What follows belongs to an exercise in optimizing a design on an open flow for small area; a production flow would make more cautious choices.
In this exercise RTL edits were held to simulation tests only and were not proved equivalent to the original.
Power is estimated from default activity; no workload was simulated.

--- design/flow/config.mk ---
export PLATFORM = sky130hd
export DESIGN_NAME = lagtester_video
export DESIGN_NICKNAME = lagtester_video
export VERILOG_FILES = /design/flow/design.v
export SDC_FILE = /design/flow/constraint.sdc
export NUM_CORES = 4
export LEC_CHECK = 0
export ABC_AREA = 1
export CAP_MARGIN = 20
export CORE_MARGIN = 2
export CORE_UTILIZATION = 40
export SLEW_MARGIN = 20
export SYNTH_MEMORY_MAX_BITS = 16384
--- design/flow/constraint.sdc ---
create_clock -name core_clock -period 6.7 [get_ports {clock}]
set_input_delay 1.3400 -clock core_clock [delete_from_list [all_inputs] [get_ports {clock}]]
set_output_delay 1.3400 -clock core_clock [all_outputs]
set_load 0.01 [all_outputs]
--- design/flow/design.v ---
module lagtester_video(
    input  wire        clock,
    input  wire        reset,
    input  wire [7:0]  config_data,
    input  wire [79:0] bcdcount,
    output wire [9:0]  tmds_red,
    output wire [9:0]  tmds_green,
    output wire [9:0]  tmds_blue,
    output wire        starttrigger
);
    localparam [2:0] P1080 = 3'd0, I1080 = 3'd1, P720 = 3'd2, P480 = 3'd3, I480 = 3'd4;
    function glyph_bit(input [5:0] fa_gid, input [3:0] fa_row, input [2:0] fa_col);
        reg [7:0] w;
        begin
        case ({fa_gid, fa_row})
            10'd2: w = 8'b00111100;
            10'd3: w = 8'b01000010;
            10'd4: w = 8'b01000010;
            10'd5: w = 8'b01000110;
            10'd6: w = 8'b01001010;
            10'd7: w = 8'b01010010;
            10'd8: w = 8'b01100010;
            10'd9: w = 8'b01000010;
            10'd10: w = 8'b01000010;
            10'd11: w = 8'b01000010;
            10'd12: w = 8'b00111100;
            10'd18: w = 8'b00011000;
            10'd19: w = 8'b00101000;
            10'd20: w = 8'b00001000;
            10'd21: w = 8'b00001000;
            10'd22: w = 8'b00001000;
            10'd23: w = 8'b00001000;
            10'd24: w = 8'b00001000;
            10'd25: w = 8'b00001000;
            10'd26: w = 8'b00001000;
            10'd27: w = 8'b00001000;
            10'd28: w = 8'b00111110;
            10'd34: w = 8'b00111100;
            10'd35: w = 8'b01000010;
            10'd36: w = 8'b00000010;
            10'd37: w = 8'b00000010;
            10'd38: w = 8'b00000010;
            10'd39: w = 8'b00000010;
            10'd40: w = 8'b00111100;
            10'd41: w = 8'b01000000;
            10'd42: w = 8'b01000000;
            10'd43: w = 8'b01000000;
            10'd44: w = 8'b01111110;
            10'd50: w = 8'b00111100;
            10'd51: w = 8'b01000010;
            10'd52: w = 8'b00000010;
            10'd53: w = 8'b00000010;
            10'd54: w = 8'b00001100;
            10'd55: w = 8'b00000010;
            10'd56: w = 8'b00000010;
            10'd57: w = 8'b00000010;
            10'd58: w = 8'b00000010;
            10'd59: w = 8'b01000010;
            10'd60: w = 8'b00111100;
            10'd66: w = 8'b00001000;
            10'd67: w = 8'b00001000;
            10'd68: w = 8'b00011000;
            10'd69: w = 8'b00011000;
            10'd70: w = 8'b00101000;
            10'd71: w = 8'b00101000;
            10'd72: w = 8'b01001000;
            10'd73: w = 8'b01001000;
            10'd74: w = 8'b01111110;
            10'd75: w = 8'b00001000;
            10'd76: w = 8'b00001000;
            10'd82: w = 8'b01111110;
            10'd83: w = 8'b01000000;
            10'd84: w = 8'b01000000;
            10'd85: w = 8'b01000000;
            10'd86: w = 8'b01111100;
            10'd87: w = 8'b00000010;
            10'd88: w = 8'b00000010;
            10'd89: w = 8'b00000010;
            10'd90: w = 8'b00000010;
            10'd91: w = 8'b01000010;
            10'd92: w = 8'b00111100;
            10'd98: w = 8'b00111100;
            10'd99: w = 8'b01000000;
            10'd100: w = 8'b01000000;
            10'd101: w = 8'b01000000;
            10'd102: w = 8'b01111100;
            10'd103: w = 8'b01000010;
            10'd104: w = 8'b01000010;
            10'd105: w = 8'b01000010;
            10'd106: w = 8'b01000010;
            10'd107: w = 8'b01000010;
            10'd108: w = 8'b00111100;
            10'd114: w = 8'b01111110;
            10'd115: w = 8'b00000010;
            10'd116: w = 8'b00000010;
            10'd117: w = 8'b00000100;
            10'd118: w = 8'b00000100;
            10'd119: w = 8'b00001000;
            10'd120: w = 8'b00001000;
            10'd121: w = 8'b00010000;
            10'd122: w = 8'b00010000;
            10'd123: w = 8'b00010000;
            10'd124: w = 8'b00010000;
            10'd130: w = 8'b00111100;
            10'd131: w = 8'b01000010;
            10'd132: w = 8'b01000010;
            10'd133: w = 8'b01000010;
            10'd134: w = 8'b00111100;
            10'd135: w = 8'b01000010;
            10'd136: w = 8'b01000010;
            10'd137: w = 8'b01000010;
            10'd138: w = 8'b01000010;
            10'd139: w = 8'b01000010;
            10'd140: w = 8'b00111100;
            10'd146: w = 8'b00111100;
            10'd147: w = 8'b01000010;
            10'd148: w = 8'b01000010;
            10'd149: w = 8'b01000010;
            10'd150: w = 8'b01000010;
            10'd151: w = 8'b01000010;
            10'd152: w = 8'b00111110;
            10'd153: w = 8'b00000010;
            10'd154: w = 8'b00000010;
            10'd155: w = 8'b00000010;
            10'd156: w = 8'b00111100;
            10'd178: w = 8'b01000000;
            10'd179: w = 8'b01000000;
            10'd180: w = 8'b01000000;
            10'd181: w = 8'b01000000;
            10'd182: w = 8'b01000000;
            10'd183: w = 8'b01000000;
            10'd184: w = 8'b01000000;
            10'd185: w = 8'b01000000;
            10'd186: w = 8'b01000000;
            10'd187: w = 8'b01000000;
            10'd188: w = 8'b01111110;
            10'd197: w = 8'b00111000;
            10'd198: w = 8'b00000100;
            10'd199: w = 8'b00000100;
            10'd200: w = 8'b00111100;
            10'd201: w = 8'b01000100;
            10'd202: w = 8'b01000100;
            10'd203: w = 8'b01000100;
            10'd204: w = 8'b00111100;
            10'd213: w = 8'b00111100;
            10'd214: w = 8'b01000100;
            10'd215: w = 8'b01000100;
            10'd216: w = 8'b01000100;
            10'd217: w = 8'b01000100;
            10'd218: w = 8'b01000100;
            10'd219: w = 8'b01000100;
            10'd220: w = 8'b00111100;
            10'd221: w = 8'b00000100;
            10'd222: w = 8'b00000100;
            10'd223: w = 8'b00111000;
            10'd226: w = 8'b00010000;
            10'd229: w = 8'b00110000;
            10'd230: w = 8'b00010000;
            10'd231: w = 8'b00010000;
            10'd232: w = 8'b00010000;
            10'd233: w = 8'b00010000;
            10'd234: w = 8'b00010000;
            10'd235: w = 8'b00010000;
            10'd236: w = 8'b00111000;
            10'd247: w = 8'b00111110;
            10'd261: w = 8'b01111000;
            10'd262: w = 8'b01000100;
            10'd263: w = 8'b01000100;
            10'd264: w = 8'b01000100;
            10'd265: w = 8'b01000100;
            10'd266: w = 8'b01000100;
            10'd267: w = 8'b01000100;
            10'd268: w = 8'b01000100;
            10'd277: w = 8'b01101000;
            10'd278: w = 8'b01010100;
            10'd279: w = 8'b01010100;
            10'd280: w = 8'b01010100;
            10'd281: w = 8'b01010100;
            10'd282: w = 8'b01010100;
            10'd283: w = 8'b01010100;
            10'd284: w = 8'b01010100;
            10'd293: w = 8'b00111000;
            10'd294: w = 8'b01000000;
            10'd295: w = 8'b01000000;
            10'd296: w = 8'b00111000;
            10'd297: w = 8'b00000100;
            10'd298: w = 8'b00000100;
            10'd299: w = 8'b00000100;
            10'd300: w = 8'b01111000;
            10'd310: w = 8'b00010000;
            10'd316: w = 8'b00010000;
            10'd325: w = 8'b00011100;
            10'd326: w = 8'b00100000;
            10'd327: w = 8'b00100000;
            10'd328: w = 8'b00100000;
            10'd329: w = 8'b00100000;
            10'd330: w = 8'b00100000;
            10'd331: w = 8'b00100000;
            10'd332: w = 8'b00011100;
            10'd341: w = 8'b01000100;
            10'd342: w = 8'b01000100;
            10'd343: w = 8'b01000100;
            10'd344: w = 8'b01000100;
            10'd345: w = 8'b01000100;
            10'd346: w = 8'b01000100;
            10'd347: w = 8'b01000100;
            10'd348: w = 8'b00111000;
            10'd357: w = 8'b00011100;
            10'd358: w = 8'b00100000;
            10'd359: w = 8'b00100000;
            10'd360: w = 8'b00100000;
            10'd361: w = 8'b00100000;
            10'd362: w = 8'b00100000;
            10'd363: w = 8'b00100000;
            10'd364: w = 8'b00100000;
            10'd373: w = 8'b00111000;
            10'd374: w = 8'b01000100;
            10'd375: w = 8'b01000100;
            10'd376: w = 8'b01111000;
            10'd377: w = 8'b01000000;
            10'd378: w = 8'b01000000;
            10'd379: w = 8'b01000000;
            10'd380: w = 8'b00111100;
            10'd386: w = 8'b00010000;
            10'd387: w = 8'b00010000;
            10'd388: w = 8'b00010000;
            10'd389: w = 8'b00111000;
            10'd390: w = 8'b00010000;
            10'd391: w = 8'b00010000;
            10'd392: w = 8'b00010000;
            10'd393: w = 8'b00010000;
            10'd394: w = 8'b00010000;
            10'd395: w = 8'b00010000;
            10'd396: w = 8'b00001100;
            10'd412: w = 8'b00010000;
            10'd419: w = 8'b00000010;
            10'd420: w = 8'b00000010;
            10'd421: w = 8'b00000100;
            10'd422: w = 8'b00000100;
            10'd423: w = 8'b00001000;
            10'd424: w = 8'b00001000;
            10'd425: w = 8'b00010000;
            10'd426: w = 8'b00010000;
            10'd427: w = 8'b00100000;
            10'd428: w = 8'b00100000;
            10'd437: w = 8'b01000100;
            10'd438: w = 8'b00101000;
            10'd439: w = 8'b00101000;
            10'd440: w = 8'b00010000;
            10'd441: w = 8'b00010000;
            10'd442: w = 8'b00101000;
            10'd443: w = 8'b00101000;
            10'd444: w = 8'b01000100;
            10'd453: w = 8'b01000100;
            10'd454: w = 8'b01000100;
            10'd455: w = 8'b01000100;
            10'd456: w = 8'b01000100;
            10'd457: w = 8'b00101000;
            10'd458: w = 8'b00101000;
            10'd459: w = 8'b00010000;
            10'd460: w = 8'b00010000;
            10'd466: w = 8'b11111110;
            10'd467: w = 8'b00010000;
            10'd468: w = 8'b00010000;
            10'd469: w = 8'b00010000;
            10'd470: w = 8'b00010000;
            10'd471: w = 8'b00010000;
            10'd472: w = 8'b00010000;
            10'd473: w = 8'b00010000;
            10'd474: w = 8'b00010000;
            10'd475: w = 8'b00010000;
            10'd476: w = 8'b00010000;
            10'd482: w = 8'b00111100;
            10'd483: w = 8'b01000010;
            10'd484: w = 8'b01000000;
            10'd485: w = 8'b01000000;
            10'd486: w = 8'b00111100;
            10'd487: w = 8'b00000010;
            10'd488: w = 8'b00000010;
            10'd489: w = 8'b00000010;
            10'd490: w = 8'b00000010;
            10'd491: w = 8'b01000010;
            10'd492: w = 8'b00111100;
            10'd498: w = 8'b00010000;
            10'd499: w = 8'b00010000;
            10'd500: w = 8'b00010000;
            10'd501: w = 8'b00010000;
            10'd502: w = 8'b00010000;
            10'd503: w = 8'b00010000;
            10'd504: w = 8'b00010000;
            10'd505: w = 8'b00010000;
            10'd506: w = 8'b00010000;
            10'd507: w = 8'b00010000;
            10'd508: w = 8'b00001100;
            10'd514: w = 8'b01000000;
            10'd515: w = 8'b01000000;
            10'd516: w = 8'b01000000;
            10'd517: w = 8'b01111000;
            10'd518: w = 8'b01000100;
            10'd519: w = 8'b01000100;
            10'd520: w = 8'b01000100;
            10'd521: w = 8'b01000100;
            10'd522: w = 8'b01000100;
            10'd523: w = 8'b01000100;
            10'd524: w = 8'b01000100;
            10'd533: w = 8'b01111000;
            10'd534: w = 8'b01000100;
            10'd535: w = 8'b01000100;
            10'd536: w = 8'b01000100;
            10'd537: w = 8'b01000100;
            10'd538: w = 8'b01000100;
            10'd539: w = 8'b01000100;
            10'd540: w = 8'b01111000;
            10'd541: w = 8'b01000000;
            10'd542: w = 8'b01000000;
            10'd543: w = 8'b01000000;
            default: w = 8'b0;
        endcase
        glyph_bit = w[~fa_col];
        end
    endfunction
    function [5:0] lag_glyph(input [5:0] fb_cell);
        case (fb_cell)
            6'd0: lag_glyph = 6'd11;
            6'd1: lag_glyph = 6'd12;
            6'd2: lag_glyph = 6'd13;
            6'd3: lag_glyph = 6'd10;
            6'd4: lag_glyph = 6'd14;
            6'd5: lag_glyph = 6'd16;
            6'd6: lag_glyph = 6'd10;
            6'd7: lag_glyph = 6'd17;
            6'd8: lag_glyph = 6'd18;
            6'd9: lag_glyph = 6'd19;
            6'd10: lag_glyph = 6'd20;
            6'd11: lag_glyph = 6'd21;
            6'd12: lag_glyph = 6'd22;
            6'd13: lag_glyph = 6'd22;
            6'd14: lag_glyph = 6'd23;
            6'd15: lag_glyph = 6'd16;
            6'd16: lag_glyph = 6'd24;
            6'd17: lag_glyph = 6'd19;
            6'd18: lag_glyph = 6'd10;
            6'd19: lag_glyph = 6'd15;
            6'd20: lag_glyph = 6'd15;
            6'd21: lag_glyph = 6'd15;
            6'd22: lag_glyph = 6'd25;
            6'd23: lag_glyph = 6'd15;
            6'd24: lag_glyph = 6'd15;
            6'd25: lag_glyph = 6'd17;
            6'd26: lag_glyph = 6'd14;
            6'd27: lag_glyph = 6'd16;
            6'd28: lag_glyph = 6'd26;
            6'd29: lag_glyph = 6'd17;
            6'd30: lag_glyph = 6'd12;
            6'd31: lag_glyph = 6'd27;
            6'd32: lag_glyph = 6'd19;
            6'd33: lag_glyph = 6'd10;
            6'd34: lag_glyph = 6'd15;
            6'd35: lag_glyph = 6'd15;
            6'd36: lag_glyph = 6'd15;
            6'd37: lag_glyph = 6'd25;
            6'd38: lag_glyph = 6'd15;
            6'd39: lag_glyph = 6'd15;
            6'd40: lag_glyph = 6'd10;
            6'd41: lag_glyph = 6'd26;
            6'd42: lag_glyph = 6'd10;
            6'd43: lag_glyph = 6'd15;
            6'd44: lag_glyph = 6'd15;
            6'd45: lag_glyph = 6'd15;
            6'd46: lag_glyph = 6'd25;
            6'd47: lag_glyph = 6'd15;
            6'd48: lag_glyph = 6'd15;
            6'd49: lag_glyph = 6'd12;
            6'd50: lag_glyph = 6'd28;
            6'd51: lag_glyph = 6'd23;
            6'd52: lag_glyph = 6'd22;
            6'd53: lag_glyph = 6'd12;
            6'd54: lag_glyph = 6'd13;
            6'd55: lag_glyph = 6'd23;
            6'd56: lag_glyph = 6'd19;
            6'd57: lag_glyph = 6'd10;
            6'd58: lag_glyph = 6'd15;
            6'd59: lag_glyph = 6'd15;
            6'd60: lag_glyph = 6'd15;
            6'd61: lag_glyph = 6'd25;
            6'd62: lag_glyph = 6'd15;
            6'd63: lag_glyph = 6'd15;
        endcase
    endfunction
    function [5:0] res_glyph(input [2:0] fc_mode, input [4:0] fc_cell);
        case (fc_cell)
            5'd0: res_glyph = 6'd29;
            5'd1: res_glyph = 6'd14;
            5'd2: res_glyph = 6'd17;
            5'd3: res_glyph = 6'd23;
            5'd4: res_glyph = 6'd10;
            5'd5: res_glyph = 6'd30;
            5'd6: res_glyph = 6'd31;
            5'd7: res_glyph = 6'd23;
            5'd8: res_glyph = 6'd21;
            5'd9: res_glyph = 6'd24;
            5'd10: res_glyph = 6'd32;
            5'd11: res_glyph = 6'd10;
            5'd12: case (fc_mode)
                I1080: res_glyph = 6'd1;
                P720: res_glyph = 6'd10;
                P480: res_glyph = 6'd10;
                I480: res_glyph = 6'd10;
                default: res_glyph = 6'd1;
            endcase
            5'd13: case (fc_mode)
                I1080: res_glyph = 6'd0;
                P720: res_glyph = 6'd7;
                P480: res_glyph = 6'd4;
                I480: res_glyph = 6'd4;
                default: res_glyph = 6'd0;
            endcase
            5'd14: case (fc_mode)
                I1080: res_glyph = 6'd8;
                P720: res_glyph = 6'd2;
                P480: res_glyph = 6'd8;
                I480: res_glyph = 6'd8;
                default: res_glyph = 6'd8;
            endcase
            5'd15: res_glyph = 6'd0;
            5'd16: case (fc_mode)
                I1080: res_glyph = 6'd14;
                P720: res_glyph = 6'd33;
                P480: res_glyph = 6'd33;
                I480: res_glyph = 6'd14;
                default: res_glyph = 6'd33;
            endcase
            default: res_glyph = 6'd10;
        endcase
    endfunction
    function ge12(input [11:0] v, input [11:0] c);
        integer i;
        reg gt, eq;
        begin
            gt = 0;
            eq = 1;
            for (i = 11; i >= 0; i = i - 1) begin
                gt = gt | (eq & v[i] & ~c[i]);
                eq = eq & (v[i] ~^ c[i]);
            end
            ge12 = gt | eq;
        end
    endfunction
    function gem(input [2:0] m, input [11:0] v,
                 input [11:0] c0, input [11:0] c1, input [11:0] c2, input [11:0] c3, input [11:0] c4);
        case (m)
            I1080:   gem = ge12(v, c1);
            P720:    gem = ge12(v, c2);
            P480:    gem = ge12(v, c3);
            I480:    gem = ge12(v, c4);
            default: gem = ge12(v, c0);
        endcase
    endfunction
    function eqm(input [2:0] m, input [11:0] v,
                 input [11:0] c0, input [11:0] c1, input [11:0] c2, input [11:0] c3, input [11:0] c4);
        case (m)
            I1080:   eqm = v == c1;
            P720:    eqm = v == c2;
            P480:    eqm = v == c3;
            I480:    eqm = v == c4;
            default: eqm = v == c0;
        endcase
    endfunction
    reg [2:0] mode, mode_p, mode_pp;
    reg [2:0] mode_d;
    always @(*) begin
        if (reset) mode_d = P1080;
        else case (config_data)
            8'h02: mode_d = P1080;
            8'h03: mode_d = I1080;
            8'h04: mode_d = P720;
            8'h08: mode_d = P480;
            8'h09: mode_d = I480;
            default: mode_d = mode;
        endcase
    end
    always @(posedge clock) begin
        mode <= mode_d;
        mode_p <= mode;
        mode_pp <= mode_p;
    end
    reg [11:0] cx;
    reg [10:0] cy;
    reg        state;
    wire [11:0] cy12 = {1'b0, cy};
    wire x_end = gem(mode, cx, 1099, 2199, 1649, 857, 1715);
    wire y_end = state ? gem(mode, cy12, 1124, 562, 749, 524, 262)
                       : gem(mode, cy12, 1124, 561, 749, 524, 261);
    always @(posedge clock) begin
        if (reset) begin
            cx <= 0;
            cy <= 0;
            state <= 0;
        end else if (!x_end) begin
            cx <= cx + 1'b1;
        end else begin
            cx <= 0;
            if (!y_end) begin
                cy <= cy + 1'b1;
            end else begin
                cy <= 0;
                state <= ~state;
            end
        end
    end
    wire pol = mode == P1080 || mode == I1080 || mode == P720;
    wire hsync_on = !gem(mode, cx, 22, 44, 40, 62, 124);
    wire in_vsync = !gem(mode, cy12, 6, 6, 6, 7, 4);               
    wire at_vsync = eqm(mode, cy12, 5, 5, 5, 6, 3);                
    wire before_off = state && (mode == I1080 ? !ge12(cx, 1100) :
                                mode == I480  ? !ge12(cx, 858) : 1'b0);
    wire vsync_off = (cy == 0 && before_off) || (at_vsync && !before_off);
    wire vsync_on = in_vsync && !vsync_off;
    wire de_x = gem(mode, cx, 96, 192, 260, 122, 238) && !gem(mode, cx, 1056, 2112, 1540, 842, 1678);
    wire de_y = state ? gem(mode, cy12, 41, 21, 25, 36, 19) && !gem(mode, cy12, 1121, 561, 745, 516, 259)
                      : gem(mode, cy12, 41, 20, 25, 36, 18) && !gem(mode, cy12, 1121, 560, 745, 516, 258);
    reg hs1, vs1, de1, hs2, vs2, de2;
    always @(posedge clock) begin
        hs1 <= hsync_on ~^ pol;
        vs1 <= vsync_on ~^ pol;
        de1 <= de_x && de_y;
        hs2 <= hs1;
        vs2 <= vs1;
        de2 <= de1;
    end
    reg [4:0] frame_cnt;
    reg       fields_on;
    reg [2:0] meta_cnt;
    reg       trig;
    assign starttrigger = trig;
    wire frame_start = eqm(mode, cx, 96, 192, 260, 122, 238) &&
        (state ? eqm(mode, cy12, 41, 21, 25, 36, 19) : eqm(mode, cy12, 41, 20, 25, 36, 18));
    always @(posedge clock) begin
        if (reset) begin
            frame_cnt <= 0;
            fields_on <= 0;
            meta_cnt <= 0;
            trig <= 0;
        end else if (frame_start) begin
            if (frame_cnt < 19 + meta_cnt)
                frame_cnt <= frame_cnt + 1'b1;
            else
                frame_cnt <= 0;
            if (frame_cnt == 0) begin
                trig <= 1;
                fields_on <= 1;
            end else if (frame_cnt > 14) begin
                fields_on <= 0;
            end
            meta_cnt <= meta_cnt + 1'b1;
        end else begin
            trig <= 0;
        end
    end
    reg [3:0] res_addr, lag_addr;
    reg [5:0] vsbp_p, vls;
    always @(*) begin
        case (mode_p)
            I1080: vsbp_p = state ? 21 : 20;
            P720:  vsbp_p = 25;
            P480:  vsbp_p = 36;
            I480:  vsbp_p = state ? 19 : 18;
            default: vsbp_p = 41;
        endcase
        case (mode)
            I1080: vls = 60;
            P720:  vls = 60;
            P480:  vls = 50;
            I480:  vls = 25;
            default: vls = 120 - 64;
        endcase
    end
    wire [5:0] line_y = cy[5:0] - vsbp_p;
    wire [5:0] lag_line_y = line_y - vls;
    always @(posedge clock) begin
        if (!reset && cx == 0) begin
            case (mode)
                P1080, P720: res_addr <= line_y[4:1];
                default:     res_addr <= line_y[3:0];
            endcase
            case (mode)
                P1080, P720: lag_addr <= lag_line_y[5:2];
                I480:        lag_addr <= lag_line_y[3:0];
                default:     lag_addr <= lag_line_y[4:1];
            endcase
        end
    end
    reg [1:0] fld;
    reg [3:0] ph;
    reg [79:0] dg;
    wire [3:0] fnone = {bcdcount[79:60] == 20'h99999, bcdcount[59:40] == 20'h0,
                        bcdcount[39:20] == 20'h99999, bcdcount[19:0] == 20'h99999};
    wire finvalid = fnone[fld];
    always @(posedge clock) begin
        if (cx == 4) begin
            fld <= 0;
            ph <= 0;
        end else if (ph == 0) begin
            if (finvalid) begin
                fld <= fld + 1'b1;
                if (fld == 3) ph <= 15;
            end else begin
                ph <= 1;
            end
        end else if (ph == 8) begin
            fld <= fld + 1'b1;
            ph <= (fld == 3) ? 4'd15 : 4'd0;
        end else if (ph < 8) begin
            ph <= ph + 1'b1;
        end
    end
    genvar gf, gd;
    generate
        for (gf = 0; gf < 4; gf = gf + 1) begin : g_f
            for (gd = 0; gd < 5; gd = gd + 1) begin : g_d
                always @(posedge clock) begin
                    if (fld == gf && ph == gd + 1)
                        dg[(gf*5+gd)*4 +: 4] <= bcdcount[gf*20 + gd*4 +: 4];
                    else if (gd == 0 && fld == gf && ph == 0 && finvalid)
                        dg[(gf*5+gd)*4 +: 4] <= 4'hf;
                end
            end
        end
    endgenerate
    reg [11:0] hsbp_p;
    reg [5:0]  vsbp_p2;
    always @(*) begin
        case (mode_p)
            I1080: begin hsbp_p = 192; vsbp_p2 = state ? 21 : 20; end
            P720:  begin hsbp_p = 260; vsbp_p2 = 25; end
            P480:  begin hsbp_p = 122; vsbp_p2 = 36; end
            I480:  begin hsbp_p = 238; vsbp_p2 = state ? 19 : 18; end
            default: begin hsbp_p = 96; vsbp_p2 = 41; end
        endcase
    end
    wire [11:0] yn = cy12 - vsbp_p2;
    wire yn_test = !gem(mode_d, yn, 90, 45, 60, 40, 20) ||
         (gem(mode_d, yn, 495, 247, 330, 220, 110) && !gem(mode_d, yn, 585, 292, 390, 260, 130)) ||
         (gem(mode_d, yn, 990, 495, 660, 440, 220) && !gem(mode_d, yn, 1080, 540, 720, 480, 240));
    wire yn_res = !gem(mode_d, yn, 32, 16, 32, 16, 16);
    wire yr0 = gem(mode_d, yn, 120, 60, 60, 50, 25);
    wire yr1 = gem(mode_d, yn, 184, 92, 124, 82, 41);
    wire yr2 = gem(mode_d, yn, 248, 124, 188, 114, 57);
    wire yr3 = gem(mode_d, yn, 312, 156, 252, 146, 73);
    wire yr4 = gem(mode_d, yn, 376, 188, 316, 178, 89);
    reg [11:0] x;
    reg y_test, y_res, y_text;
    reg [1:0] y_row;
    always @(posedge clock) begin
        x <= cx - hsbp_p;
        y_test <= yn_test;
        y_res <= yn_res;
        y_text <= yr0 && !yr4;
        y_row <= !yr1 ? 2'd0 : !yr2 ? 2'd1 : !yr3 ? 2'd2 : 2'd3;
    end
    wire row0 = y_text && y_row == 0;
    wire row1 = y_text && y_row == 1;
    wire row2 = y_text && y_row == 2;
    wire row3 = y_text && y_row == 3;
    wire test_area = fields_on && y_test &&
        gem(mode, x, 60, 120, 80, 40, 80) && !gem(mode, x, 300, 600, 400, 200, 400);
    wire res_area = y_res && gem(mode, x, 824, 1648, 1008, 584, 1168);
    wire xl1 = gem(mode, x, 520, 1040, 760, 380, 760);
    wire xl2 = gem(mode, x, 600, 1200, 920, 460, 920);
    wire xl3 = gem(mode, x, 744, 1488, 1208, 604, 1208);
    wire text_area = gem(mode, x, 360, 720, 440, 220, 440) &&
        ((row0 && !xl1) || (row1 && !xl2) || (row2 && !xl3) || (row3 && !xl2));
    wire rhalf = !(mode_p == P1080 || mode_p == P480);
    wire [7:0] rx = rhalf ? x[8:1] : x[7:0];
    wire res_in = gem(mode_p, x, 824, 1648, 1008, 584, 1168) && !gem(mode_p, x, 960, 1920, 1280, 720, 1440);
    wire lquarter = !(mode_p == P1080 || mode_p == P480);
    wire lwide = mode_p == P1080 || mode_p == I1080;
    wire [10:0] xs = lquarter ? {1'b0, x[11:2]} : x[11:1];
    reg  [11:0] ld;
    always @(*) begin
        case ({lwide, row0, row1, row2})
            4'b1100: ld = 12'd0 - 12'd180;
            4'b1010: ld = 12'd80 - 12'd180;
            4'b1001: ld = 12'd200 - 12'd180;
            4'b1000: ld = 12'd392 - 12'd180;
            4'b0100: ld = 12'd0 - 12'd110;
            4'b0010: ld = 12'd80 - 12'd110;
            4'b0001: ld = 12'd200 - 12'd110;
            default: ld = 12'd392 - 12'd110;
        endcase
    end
    wire [11:0] lq = {1'b0, xs} + ld;
    wire [5:0] lcell = lq[8:3];
    reg [4:0] rc0;
    always @(*) begin
        case (mode_p)
            P720:       rc0 = 504 >> 3;
            P480, I480: rc0 = 584 >> 3;
            default:    rc0 = 824 >> 3;
        endcase
    end
    wire [4:0] rcell = rx[7:3] - rc0;
    reg       sa_test, sa_res, sa_valid;
    reg [5:0] sa_cell;
    reg [2:0] sa_col;
    always @(posedge clock) begin
        sa_test <= test_area;
        sa_res <= res_area;
        sa_valid <= res_area ? res_in : (text_area && lq[11:9] == 0);
        sa_cell <= res_area ? {1'b0, rcell} : lcell;
        sa_col <= res_area ? rx[2:0] : lq[2:0];
    end
    reg  [3:0] sdig, sd0;
    always @(*) begin
        case (sa_cell)
            24: sdig = dg[3:0];   23: sdig = dg[7:4];   21: sdig = dg[11:8];  20: sdig = dg[15:12]; 19: sdig = dg[19:16];
            39: sdig = dg[23:20]; 38: sdig = dg[27:24]; 36: sdig = dg[31:28]; 35: sdig = dg[35:32]; 34: sdig = dg[39:36];
            48: sdig = dg[43:40]; 47: sdig = dg[47:44]; 45: sdig = dg[51:48]; 44: sdig = dg[55:52]; 43: sdig = dg[59:56];
            63: sdig = dg[63:60]; 62: sdig = dg[67:64]; 60: sdig = dg[71:68]; 59: sdig = dg[75:72]; 58: sdig = dg[79:76];
            default: sdig = 4'hf;
        endcase
        case (sa_cell)
            24, 23, 21, 20, 19: sd0 = dg[3:0];
            39, 38, 36, 35, 34: sd0 = dg[23:20];
            48, 47, 45, 44, 43: sd0 = dg[43:40];
            default:            sd0 = dg[63:60];
        endcase
    end
    wire [5:0] lgid = lag_glyph(sa_cell);
    wire [5:0] lag_gid = (lgid == 15) ? {2'b00, sdig | {4{sd0 == 4'hf}}} : lgid;
    wire [5:0] gid = sa_res ? res_glyph(mode_pp, sa_cell[4:0]) : lag_gid;
    wire [3:0] grow = sa_res ? res_addr : lag_addr;
    wire gbit = glyph_bit(gid, grow, sa_col);
    wire pix = sa_test || (sa_valid && gbit);
    reg pix4, pix5;
    always @(posedge clock) begin
        pix4 <= pix;
        pix5 <= pix4;
    end
    reg signed [3:0] disp;
    reg o_de, o_a, o_b, o_c;
    always @(posedge clock) begin
        if (!de2)
            disp <= 0;
        else if (disp == 0)
            disp <= -4;
        else if (disp < 0)
            disp <= disp + (pix5 ? 4'sd3 : 4'sd5);
        else
            disp <= disp - 4'sd4;
        o_de <= de2;
        o_a <= de2 ? pix5 : hs2;
        o_b <= de2 ? disp[3] : hs2;
        o_c <= de2 ? (pix5 ^ disp[3]) : ~(vs2 ^ hs2);
    end
    wire [9:0] sym_rg = {~o_de | o_c, ~(o_de & o_a),
                         o_de & o_b, ~o_de | o_b, o_de & o_b, ~o_de | o_b,
                         o_de & o_b, ~o_de | o_b, o_de & o_b, o_de & o_b};
    wire o_bx = ~(o_b ^ o_de);
    assign tmds_red = sym_rg;
    assign tmds_green = sym_rg;
    assign tmds_blue = {o_c, ~o_a, o_b, o_bx, o_b, o_bx, o_b, o_bx, o_b, o_b};
endmodule
--- design/flow/flow/run.sh ---
#!/bin/bash
# Layout flow: the standard synthesis, its combinational logic re-mapped for
# area (flip-flops untouched), then the standard layout steps, with 1x port
# buffers. Each tool's output goes to a log of its own in this folder.
set -euo pipefail
W=$(pwd)
F=$W/flow
R=$W/orfs/results/${FLOW_PLATFORM}/lagtester_video/base
LIB=$FLOW_HOME/platforms/${FLOW_PLATFORM}/lib/sky130_fd_sc_hd__tt_025C_1v80.lib
YOSYS=$(command -v yosys || echo "$FLOW_HOME/../tools/install/yosys/bin/yosys")

# 1. standard synthesis
bash standard.sh synth > "$W/step1_synth.log" 2>&1

# 2. re-map the combinational logic; keep it only if it is a clean netlist of
#    library cells that yosys proves equivalent to the standard one
cp "$R/1_2_yosys.v" "$W/std_synth.v"
use=std_synth.v
if REMAP_LIB="$LIB" REMAP_DONT_USE="$F/dont_use.txt" REMAP_SCRIPT="$F/remap.abc" \
     REMAP_IN="$W/std_synth.v" REMAP_OUT="$W/remap.v" REMAP_REPORT="$W/remap_stat.txt" \
     "$YOSYS" -c "$F/remap.tcl" > "$W/step2_remap.log" 2>&1 &&
   "$YOSYS" -p "read_liberty -lib $LIB; read_verilog $W/remap.v; hierarchy -check -top ${FLOW_TOP}; check -assert -mapped" \
     > "$W/step2_check.log" 2>&1 &&
   "$YOSYS" -p "read_liberty -wb -ignore_miss_func $LIB; read_verilog $W/std_synth.v; rename ${FLOW_TOP} gold; read_verilog $W/remap.v; rename ${FLOW_TOP} gate; hierarchy -check; flatten -wb -noscopeinfo gold gate; opt_clean; equiv_make gold gate equiv; hierarchy -top equiv; equiv_simple -undef; equiv_induct -undef; equiv_status -assert" \
     > "$W/step2_equiv.log" 2>&1; then
  use=remap.v
fi
echo "netlist used for the layout: $use" > "$W/step2_result.txt"
if [[ $use == remap.v ]]; then
  cp "$W/remap.v" "$R/1_2_yosys.v"
  rm -f "$R/1_synth.odb" "$R/1_synth.sdc"
fi

# 3. the standard layout from that netlist; ports get 1x buffers
BUFFER_PORTS_ARGS="-buffer_cell sky130_fd_sc_hd__buf_1" bash standard.sh finish > "$W/step3_layout.log" 2>&1
test -f "$W/out/final.def"
--- design/flow/flow/dont_use.txt ---
sky130_fd_sc_hd__lpflow_bleeder_1
sky130_fd_sc_hd__lpflow_clkbufkapwr_1
sky130_fd_sc_hd__lpflow_clkbufkapwr_16
sky130_fd_sc_hd__lpflow_clkbufkapwr_2
sky130_fd_sc_hd__lpflow_clkbufkapwr_4
sky130_fd_sc_hd__lpflow_clkbufkapwr_8
sky130_fd_sc_hd__lpflow_clkinvkapwr_1
sky130_fd_sc_hd__lpflow_clkinvkapwr_16
sky130_fd_sc_hd__lpflow_clkinvkapwr_2
sky130_fd_sc_hd__lpflow_clkinvkapwr_4
sky130_fd_sc_hd__lpflow_clkinvkapwr_8
sky130_fd_sc_hd__lpflow_decapkapwr_12
sky130_fd_sc_hd__lpflow_decapkapwr_3
sky130_fd_sc_hd__lpflow_decapkapwr_4
sky130_fd_sc_hd__lpflow_decapkapwr_6
sky130_fd_sc_hd__lpflow_decapkapwr_8
sky130_fd_sc_hd__lpflow_inputiso0n_1
sky130_fd_sc_hd__lpflow_inputiso0p_1
sky130_fd_sc_hd__lpflow_inputiso1n_1
sky130_fd_sc_hd__lpflow_inputiso1p_1
sky130_fd_sc_hd__lpflow_inputisolatch_1
sky130_fd_sc_hd__lpflow_isobufsrc_1
sky130_fd_sc_hd__lpflow_isobufsrc_16
sky130_fd_sc_hd__lpflow_isobufsrc_2
sky130_fd_sc_hd__lpflow_isobufsrc_4
sky130_fd_sc_hd__lpflow_isobufsrc_8
sky130_fd_sc_hd__lpflow_isobufsrckapwr_16
sky130_fd_sc_hd__lpflow_lsbuf_lh_hl_isowell_tap_1
sky130_fd_sc_hd__lpflow_lsbuf_lh_hl_isowell_tap_2
sky130_fd_sc_hd__lpflow_lsbuf_lh_hl_isowell_tap_4
sky130_fd_sc_hd__lpflow_lsbuf_lh_isowell_4
sky130_fd_sc_hd__lpflow_lsbuf_lh_isowell_tap_1
sky130_fd_sc_hd__lpflow_lsbuf_lh_isowell_tap_2
sky130_fd_sc_hd__lpflow_lsbuf_lh_isowell_tap_4
sky130_fd_sc_hd__probe_p_8
sky130_fd_sc_hd__probec_p_8
--- design/flow/flow/remap.abc ---
strash
&get -n
&deepsyn -T 60
&put
dch -f
amap
--- design/flow/flow/remap.tcl ---
# Re-maps the combinational logic of the standard synthesis netlist for area.
# Every flip-flop instance of the netlist is kept as it is (same name, same
# cell), so the registers stay those of the standard synthesis.
yosys -import
set lib $::env(REMAP_LIB)
set top $::env(FLOW_TOP)
set dont_use {}
foreach c [split [string trim [read [open $::env(REMAP_DONT_USE)]]] "\n"] {
  lappend dont_use -dont_use $c
}
read_liberty -wb -ignore_miss_func $lib
read_verilog -sv $::env(REMAP_IN)
hierarchy -top $top
# keep the flip-flops (and any other sequential cell) as cell instances
blackbox =sky130_fd_sc_hd__*df* =sky130_fd_sc_hd__*dl* =sky130_fd_sc_hd__*sdf*
flatten -wb
opt_clean
tee -o $::env(REMAP_REPORT).before stat -liberty $lib
abc -script $::env(REMAP_SCRIPT) -liberty $lib {*}$dont_use
opt_clean -purge
hilomap -singleton -hicell sky130_fd_sc_hd__conb_1 HI -locell sky130_fd_sc_hd__conb_1 LO
insbuf -buf sky130_fd_sc_hd__buf_1 A X
opt_clean -purge
tee -o $::env(REMAP_REPORT) stat -liberty $lib
select $top
write_verilog -noattr -nohex -nodec -selected $::env(REMAP_OUT)
--- design/flow/standard.sh ---
#!/bin/bash
# synth_recipe.tcl (not shown) runs the flow's synth.tcl, then flattens the netlist and writes it again
# the make line also repeats each setting of config.mk as NAME=value (left out here)
make -C /OpenROAD-flow-scripts/flow DESIGN_CONFIG=/design/flow/config.mk WORK_HOME=/design/flow/orfs CLKGATE_MAP_FILE= SYNTH_SCRIPT=/design/flow/synth_recipe.tcl "${@:-finish}"
==> results.sh, run 1 <==
export IMPL_multiInputGateArea_um2=6600
export IMPL_p_leak_nw=4.41
export IMPL_path_common_cell="nor2_1"
export IMPL_gp_congestion=0.997
export IMPL_numCtsBuffers=17
export IMPL_cts_setup_buffers=0
export IMPL_crit_arrival_ns=6.50
export IMPL_vias_per_cell=6.20
export IMPL_ant_nets=0
export IMPL_cp_required_ns=7.11
export IMPL_core_um2=29500
export IMPL_r2r_slack_ns=0.61
export IMPL_cp_max_fo=11
export IMPL_dpl_hpwl_mm=36.5
export IMPL_h_tree_depth=4
export IMPL_setup_viol=0
export IMPL_stdcell_count=2214
export IMPL_wl_per_cell_um=20.9
export IMPL_placed_cells=2182
export IMPL_drtIter0Drc=1379
export IMPL_p_per_area_nw_per_um2=304
export IMPL_path_depth=23
export IMPL_worstMarginPinSlew_ns=1.06
export IMPL_regArea_um2=4520
export IMPL_area_growth_pct=15.3
export IMPL_die_x_um=177
export IMPL_placed_area_um2=13100
export IMPL_root_buffer="clkbuf_16"
export IMPL_io_pins=121
export IMPL_min_from="vs1"
export IMPL_setup_tns_ns=0
export IMPL_die_h_um=177
export IMPL_grt_max_degree=23
export IMPL_max_cap_violations=0
export IMPL_synthesis_nets=1738
export IMPL_tritoncts="done"
export IMPL_rr_worst_depth=23
export IMPL_hold_end="vs2"
export IMPL_run_status="no timing/DRC/antenna violations"
export IMPL_drc=0
export IMPL_antenna_found_initial=0
export IMPL_final_cell_mix="394 x nor2_1, 196 x clkinv_1, 128 x nand2_1"
export IMPL_r2r_end="pix4"
export IMPL_period_needed_ns=6.09
export IMPL_reg2reg_from="sa_cell[2]"
export IMPL_cts_sinks=182
export IMPL_fin_crit_sh=0.909
export IMPL_rsz0062_at_grt="false"
export IMPL_synth_area_um2=11900
export IMPL_final_common_cell="nor2_1"
export IMPL_grt_pass1_wl_mm=72.3
export IMPL_row_count=63
export IMPL_routed_wl_mm=46.3
export IMPL_clk_latency_ns=0.46
export IMPL_ys_warn_count=1
export IMPL_vias=13700
export IMPL_path_delay_family="simple AND/OR/NAND/NOR gates"
export IMPL_cp_slowest_cell="nor2_1"
export IMPL_diodes=0
export IMPL_critical_path_cell_chain="clkinv_1 -> nor2_1 -> clkinv_1 -> o22ai_1 -> o41ai_1 -> or3_1 -> or3_1 -> nor4_1 -> o32ai_2 -> buf_4 -> o21ai_0 -> nor2_1 -> nor2_1 -> nor2_1 -> a2111oi_0 -> o31ai_1 -> a21oi_1 -> o21ai_0 -> nand2_1 -> clkinv_1 -> o31a_1 -> nand2b_1 -> nand2b_1"
export IMPL_max_slew_margin=0.286
export IMPL_cp_start_kind="flop"
export IMPL_endpoint_kind="flop"
export IMPL_die_area_um2=31200
export IMPL_synth_avg_cell_area_um2=7.24
export IMPL_skew_ns=0.0212
export IMPL_grt_usage=0.297
export IMPL_fillers=3011
export IMPL_start_util=0.405
export IMPL_finalHoldViolations=0
export IMPL_io_buffers=120
export IMPL_overflow=0
export IMPL_max_freq_mhz=164
export IMPL_layout_drive_gt1_share=0.0450
export IMPL_ctsLongestPathBuffers=2
export IMPL_grt_pass1_vias=12800
export IMPL_slowest_delay_ns=0.69
export IMPL_cp_buffers_inverters=4
export IMPL_hold_path_depth=0
export IMPL_ir_drop_mv=0.193
export IMPL_hp_class="flop to flop"
export IMPL_drv_slew=0
export IMPL_clk_pin_slew_ns=0.08
export IMPL_dr_pass1_iters=6
export IMPL_stdcell_area_um2=13700
export IMPL_critical_path_class="flop to flop"
export IMPL_cp_startpoint="sa_cell[2]"
export IMPL_synth_cells=1648
export IMPL_finalNetCount=1901
flip-flops by register name (all words and copies together) (netlist names), 5 cells and up, named ones only:
register   count
x             12
cy            11
sa_cell        6
cx            12
frame_cnt      5
dg            80
repair_timing:
action / CTS / global route
gates resized for setup: 0 / 3
setup endpoints to repair: 0 / 2
hold buffers: 0 / 0
cell type report:
cell class	count	area share
clock inverter	15	0.0125
clock buffer	17	0.0309
timing repair buffer	168	0.0590
inverter	195	0.0532
tap	390	0.0355
multi-input combinational	1247	0.480
sequential	182	0.329
worst reg2reg max path, stage by stage, from the launching register on:
cell and delay, ns:
dfxtp_1 0.34, clkinv_1 0.26, nor2_1 0.69, clkinv_1 0.44, o22ai_1 0.37, o41ai_1 0.14, or3_1 0.36, or3_1 0.43
nor4_1 0.38, o32ai_2 0.23, buf_4 0.26, o21ai_0 0.34, nor2_1 0.17, nor2_1 0.14, nor2_1 0.07, a2111oi_0 0.47
o31ai_1 0.13, a21oi_1 0.15, o21ai_0 0.09, nand2_1 0.08, clkinv_1 0.06, o31a_1 0.28, nand2b_1 0.13, nand2b_1 0.06
per-stage QoR:
stage / hold slack (ns) / worst slack [ns] / util / power (W)
after floorplan: 0.310 / 0.793 / - / 0.00242
after global placement: 0.313 / 0.770 / 0.446 / 0.00315
after detailed placement: 0.315 / 0.654 / 0.446 / 0.00309
after CTS: 0.333 / 0.616 / 0.466 / 0.00412
after global routing: 0.338 / 0.0295 / 0.466 / 0.00440
final: 0.331 / 0.607 / 0.466 / 0.00418
routing by layer:
layer  wire length [um]  part of all wire  GRT usage  up-vias
met1              19300              0.42      0.393     6445
met2              22100              0.48      0.501      746
met5                  0                 0          0        -
li1                   -                 -          -     6412
met3               3310             0.071     0.0365      118
met4               1610             0.035      0.105        0
worst max-delay path by stage:
stage / to
final: pix4
after global routing: y_test
after detailed placement: y_test
after CTS: y_test
after floorplan: y_test
after global placement: y_test
power breakdown:
group          internal [W]  switching (W)
clock              0.000504       0.000526
sequential          0.00124      0.0000726
combinational      0.000606        0.00123
total               0.00235        0.00183
==> run 2: changes to the inputs <==
--- a/design/flow/flow/run.sh
+++ b/design/flow/flow/run.sh
@@ -33,3 +33,5 @@
 
-# 3. the standard layout from that netlist; ports get 1x buffers
+# 3. the standard layout from that netlist; ports get 1x buffers, and the
+#    clock tree no dummy loads
+CTS_ARGS="-sink_clustering_enable -repair_clock_nets -dont_use_dummy_load" \
 BUFFER_PORTS_ARGS="-buffer_cell sky130_fd_sc_hd__buf_1" bash standard.sh finish > "$W/step3_layout.log" 2>&1
==> run 2 against run 1 <==
Critical path depth up 7. Largest cell class unchanged. Die area rose by 0.41%. Clock power shrank 19%. Still clean. Power fell by 22%. Critical endpoint unchanged. Core utilization is 0.74 points lower. Largest power group is now sequential cells.
==> results.sh, run 2 <==
export IMPL_synthesis_nets=1748
export IMPL_cp_start_kind="flop"
export IMPL_row_count=63
export IMPL_p_leak_nw=4.39
export IMPL_largest_register_ff_count=80
export IMPL_synth_area_um2=12000
export IMPL_ys_warn_count=1
export IMPL_diodes=0
export IMPL_synth_cells=1658
export IMPL_fin_crit_sh=0.908
export IMPL_crit_arrival_ns=6.41
export IMPL_gp_congestion=0.996
export IMPL_die_h_um=177
export IMPL_core_um2=29600
export IMPL_vias=13700
export IMPL_vias_per_cell=6.23
export IMPL_wl_per_cell_um=21.2
export IMPL_hp_class="flop to flop"
export IMPL_slowest_delay_ns=0.62
export IMPL_worstMarginPinSlew_ns=1.09
export IMPL_drtIter0Drc=1771
export IMPL_finalHoldViolations=0
export IMPL_reg_largest_list="dg (80), cx (12), x (12)"
export IMPL_start_util=0.405
export IMPL_skew_ns=0.0309
export IMPL_grt_usage=0.299
export IMPL_cts_setup_buffers=0
export IMPL_period_needed_ns=6.08
export IMPL_cts_hold_buf=0
export IMPL_final_common_cell="nor2_1"
export IMPL_routed_wl_mm=46.7
export IMPL_final_cell_mix="395 x nor2_1, 200 x clkinv_1, 135 x nand2_1"
export IMPL_ir_drop_mv=0.186
export IMPL_cts_sinks=182
export IMPL_cp_max_fo=14
export IMPL_area_growth_pct=13.3
export IMPL_rsz0062_at_grt="false"
export IMPL_grt_max_degree=23
export IMPL_endpoint_kind="flop"
export IMPL_io_buffers=120
export IMPL_numCtsBuffers=17
export IMPL_ctsLongestPathBuffers=2
export IMPL_p_per_area_nw_per_um2=241
export IMPL_max_freq_mhz=164
export IMPL_grt_pass1_wl_mm=72.2
export IMPL_dpl_hpwl_mm=36.8
export IMPL_synth_avg_cell_area_um2=7.22
export IMPL_max_slew_margin=0.267
export IMPL_tritoncts="done"
export IMPL_drc=0
export IMPL_path_common_cell="nor2_1"
export IMPL_overflow=0
export IMPL_ant_nets=0
export IMPL_clk_pin_slew_ns=0.06
export IMPL_p_total_w=0.00327
export IMPL_critical_path_class="flop to flop"
export IMPL_root_buffer="clkbuf_16"
export IMPL_antenna_found_initial=0
export IMPL_die_x_um=177
export IMPL_drv_slew=0
export IMPL_cp_required_ns=7.02
export IMPL_clk_latency_ns=0.46
export IMPL_run_status="no timing/DRC/antenna violations"
export IMPL_h_tree_depth=4
export IMPL_cp_slowest_cell="dfxtp_1"
export IMPL_io_pins=121
export IMPL_die_area_um2=31300
export IMPL_setup_viol=0
export IMPL_dr_pass1_iters=6
export IMPL_finalNetCount=1905
export IMPL_setup_tns_ns=0
export IMPL_layout_drive_gt1_share=0.0325
export IMPL_cts_resized=0
export IMPL_grt_pass1_vias=12700
export IMPL_top_register="dg"
export IMPL_max_cap_violations=0
run 2: metal layers:
layer  GRT usage  part of all wire  vias up
li1            -                 -     6363
met1       0.387              0.41     6373
met2       0.476              0.46      812
met3      0.0533             0.081      166
met4       0.154             0.048        0
met5           0                 0        -
run 2: worst paths after layout:
check	startpoint	end	slack, ns	depth (start not counted)
worst max-delay path	sa_cell[1]	pix4	0.62	30
worst min-delay path	hs1	hs2	0.33	0
worst max register to register	sa_cell[1]	pix4	0.62	30
worst min register to register	hs1	hs2	0.33	0
run 2: worst max-delay path, delay by kind of cell (launching register included):
kind / cells / cell delay, ns
AND/OR/NAND/NOR: 13 / 1.98
flip-flops: 1 / 0.62
AO/OA/AOI/OAI: 11 / 2.32
buffers and inverters: 6 / 1.05
run 2: layout make-up:
cell class / instances / area (um^2)
fill: 3098 / 16000
multi-input combinational: 1252 / 6610
sequential: 182 / 4520
timing repair buffer: 162 / 766
inverter: 200 / 751
tap: 390 / 488
clock buffer: 17 / 425
run 2: through the flow:
step	std cells	setup slack, ns	area, um^2	utilization	hold WS (ns)
floorplan	1658	0.579	12000	-	0.310
global placement	2186	0.916	13100	0.445	0.313
detailed placement	2186	0.782	13100	0.445	0.312
CTS	2203	0.775	13600	0.459	0.326
global route	2203	0.00283	13600	0.459	0.330
finish	2203	0.617	13600	0.459	0.325
run 2: report_power, final:
part / switching [W] / internal (W) / total (W)
combinational: 0.000781 / 0.000348 / 0.00113
clock: 0.000396 / 0.000441 / 0.000837
sequential: 0.0000603 / 0.00124 / 0.00130

==> separate check: timing with driven ports <==
In the flow no input, the clock included, has a driving cell. The finished layouts below were timed again as built, in two steps.
Step 1 (the two cells are an assumption about what drives the block):
set clk [get_ports {clock}]
set_driving_cell -lib_cell sky130_fd_sc_hd__clkbuf_16 $clk
set_driving_cell -lib_cell sky130_fd_sc_hd__buf_2 [delete_from_list [all_inputs] $clk]
Step 2 adds t to the input delays and takes it off the output delays; t is the mean of the earliest and latest rising clock arrival at the registers after step 1. Input paths then give back, and output paths get back, about the clock's delay inside the block.
a / b / c = ideal / step 1 / step 2; a / b = the first two.
| run | t, ns | setup slack, ns | latest minus earliest clock arrival (ns) | worst data-port slew with drivers (ns) |
|---|---|---|---|---|
| run 1 | 0.498 | 0.607 / 0.607 / 0.607 | 0.022 / 0.022 | 0.06 |
| run 2 | 0.494 | 0.617 / 0.617 / 0.617 | 0.033 / 0.033 | 0.04 |
After both steps setup and hold are still met in every run listed.
